What follows belongs to an exercise in optimizing a design on an open flow for a short achievable clock period and few clock cycles; a production flow would make more cautious choices.
Only simulation tests tie the RTL to the original design; equivalence was not proved.
Power and IR drop assume default switching activity.

## before
==> flow/design.v (excerpt) <==
module toplevel(
    input clk, clk_en, rst,
    input [31:0] inst_in, data_in,
    output mem_we, mem_req,
    output [3:0] mask,
    output [31:0] data_out,
    output [29:0] inst_addr, data_addr
);
Settings: LEC_CHECK=0, CAP_MARGIN=20, CORE_MARGIN=2, CORE_UTILIZATION=40, SETUP_SLACK_MARGIN=5.0, SLEW_MARGIN=20; clock period 10.5 ns.
standard.sh (not shown) runs the stock make flow with config.mk's settings and CLKGATE_MAP_FILE= SYNTH_SCRIPT=/design/flow/synth_recipe.tcl, a recipe that flattens the netlist after the stock synthesis.
==> flow/flow/run.sh <==
#!/bin/bash
# The standard layout, with repair_timing asked for a larger setup margin
# (it stops at the target otherwise) and limited to the worst endpoints.
set -o pipefail
bash standard.sh SETUP_SLACK_MARGIN=5.9 TNS_END_PERCENT=20 finish 2>&1 | tee standard_flow.log
before | stages: all done | timing, DRC, antenna: all pass
Testbench counts of before, summed over its fixed seeds: cycles 118,853.
> inputs changed (before -> after)
--- a/flow/design.v
+++ b/flow/design.v
@@ -211,15 +211,13 @@
     input [31:0] inst_in, data_in,
     output mem_we, mem_req,
     output [3:0] mask,
     output [31:0] data_out,
     output [29:0] inst_addr, data_addr
 );
-    reg  [29:0] fpc;       
-    reg  [29:0] fpc_inv;   
-    wire [29:0] pc_f = ~fpc_inv;
+    reg  [29:0] fpc;
     reg         dv, dbh, dbt, hold;
     reg  [29:0] dpc;
     reg  [31:0] dir_h;
     reg         ev, efa, efb, efs;
     reg         r_redir;         
     reg  [29:0] r_tgt;           
@@ -309,13 +307,13 @@
     pfx_add #(30) a_r10(.a(dpc), .b(r10), .cin(1'b0), .s(dpc_r10), .cout());
     wire [29:0] dtgt = hold ? dtgt_h : dtgt_i;
     wire is_ctrl = is_jal | is_jalr | is_br;
     wire static_taken = is_jal | (is_br & dinst[25]);
     wire dr_tgt = !dbh & static_taken;
     wire dr_seq = dbt & !is_ctrl;
-    wire [29:0] dpred = dr_tgt ? dtgt : dr_seq ? dpc1 : pc_f;
+    wire [29:0] dpred = dr_tgt ? dtgt : dr_seq ? dpc1 : fpc;
     wire [31:0] a  = efa ? mres : ea;
     wire [31:0] bb = efb ? mres : eb;    
     wire [31:0] sd = efs ? mres : es;    
     wire [31:0] alu_out;
     alu alu_inst(.a(a), .b(bb), .op(efn), .res(alu_out));
     wire [31:0] eres = e_const ? econst : alu_out;
@@ -343,38 +341,33 @@
     wire eredir = ev_e & mispred;
     wire [31:0] st_data;
     wire [3:0]  st_mask;
     mem_adj sadj(.from_reg(sd), .fn4(efn), .addr_low(addr[1:0]), .to_mem(st_data), .mask(st_mask));
     wire bt_hit, bt_taken;
     wire [29:0] bt_target;
-    fetch_stage btb(.clk(clk), .rst(rst), .clk_en(clk_en), .pc(pc_f),
+    fetch_stage btb(.clk(clk), .rst(rst), .clk_en(clk_en), .pc(fpc),
         .hit(bt_hit), .taken(bt_taken), .target(bt_target),
         .w_pc(epc), .w_target(enext), .w_valid(ev_e & (e_jal | e_jalr | e_br)), .w_taken(taken));
     wire [29:0] fpc1;
-    pfx_add #(30) a_fpc1(.a(pc_f), .b(30'd0), .cin(1'b1), .s(fpc1), .cout());
+    pfx_add #(30) a_fpc1(.a(fpc), .b(30'd0), .cin(1'b1), .s(fpc1), .cout());
     wire [29:0] fnext = bt_taken ? bt_target : fpc1;
     wire d_go = dv & !stall & !r_redir;
     wire d_redir = dv & (dr_tgt | dr_seq);
     wire f_adv = !stall | r_redir;
     wire [29:0] fpc_adv = r_redir ? r_tgt : d_redir ? dpred : fnext;
     wire dv_n = !rst & !r_redir & (stall | !d_redir);
     wire hold_n = !rst & !r_redir & stall;
     always_ff @(posedge clk) begin
         if(clk_en) begin
-            if(rst) begin
-                fpc <= 30'h0;
-                fpc_inv <= ~30'h0;
-            end else if(f_adv) begin
-                fpc <= fpc_adv;
-                fpc_inv <= ~fpc_adv;
-            end
+            if(rst) fpc <= 30'h0;
+            else if(f_adv) fpc <= fpc_adv;
             dv <= dv_n;
             hold <= hold_n;
             dir_h <= dinst;
             if(!stall) begin
-                dpc <= pc_f;
+                dpc <= fpc;
                 dbh <= bt_hit;
                 dbt <= bt_taken;
             end
             ev <= !rst & d_go;
             r_redir <= !rst & eredir;
             r_tgt <= enext;
## What came out
- after has completed all stages; timing, DRC and antenna checks passed.
- Between after and before, the setup TNS figures differ only marginally.
- after vs. before: met1 usage in global routing now smaller; delay of the slowest critical-path stage moved up.
- Delta(count of non-filler cells in the finished layout, after - before) > 0
- Wire length sits lower in after than in before.
- Xor and xnor area share after synthesis delta (after -> before): insignificant
- after vs. before: final critical-path setup slack shrank by 0.037 ns, final-layout clock buffer total shrank by about 1.9%.
- Post-route total power (lower): before
Testbench counts of after, summed over its fixed seeds: cycles 118,853.

-- separate check: timing with driven ports --
In the flow no input, the clock included, has a driving cell. The finished layouts below were timed again as built, in two steps. Step 1 assumes that a clkbuf_16 drives the clock port and a buf_2 every other input. Step 2 adds t to the input delays and takes it off the output delays; t is the mean of the earliest and latest rising clock arrival at the registers after step 1. Input paths then give back, and output paths get back, about the clock's delay inside the block. Three values: ideal ports, drivers, drivers and shift; two values: the first two.
run	shift t [ns]	setup slack, ns	worst setup path after step 2
before	1.075	5.637 / 5.492 / 4.560	input to register
after	1.059	5.600 / 5.177 / 4.564	input to register
After both steps setup and hold are still met in every run listed. The setup slack of before, which loses most, moves by -0.145 ns with the drivers and by -1.077 ns with both steps.
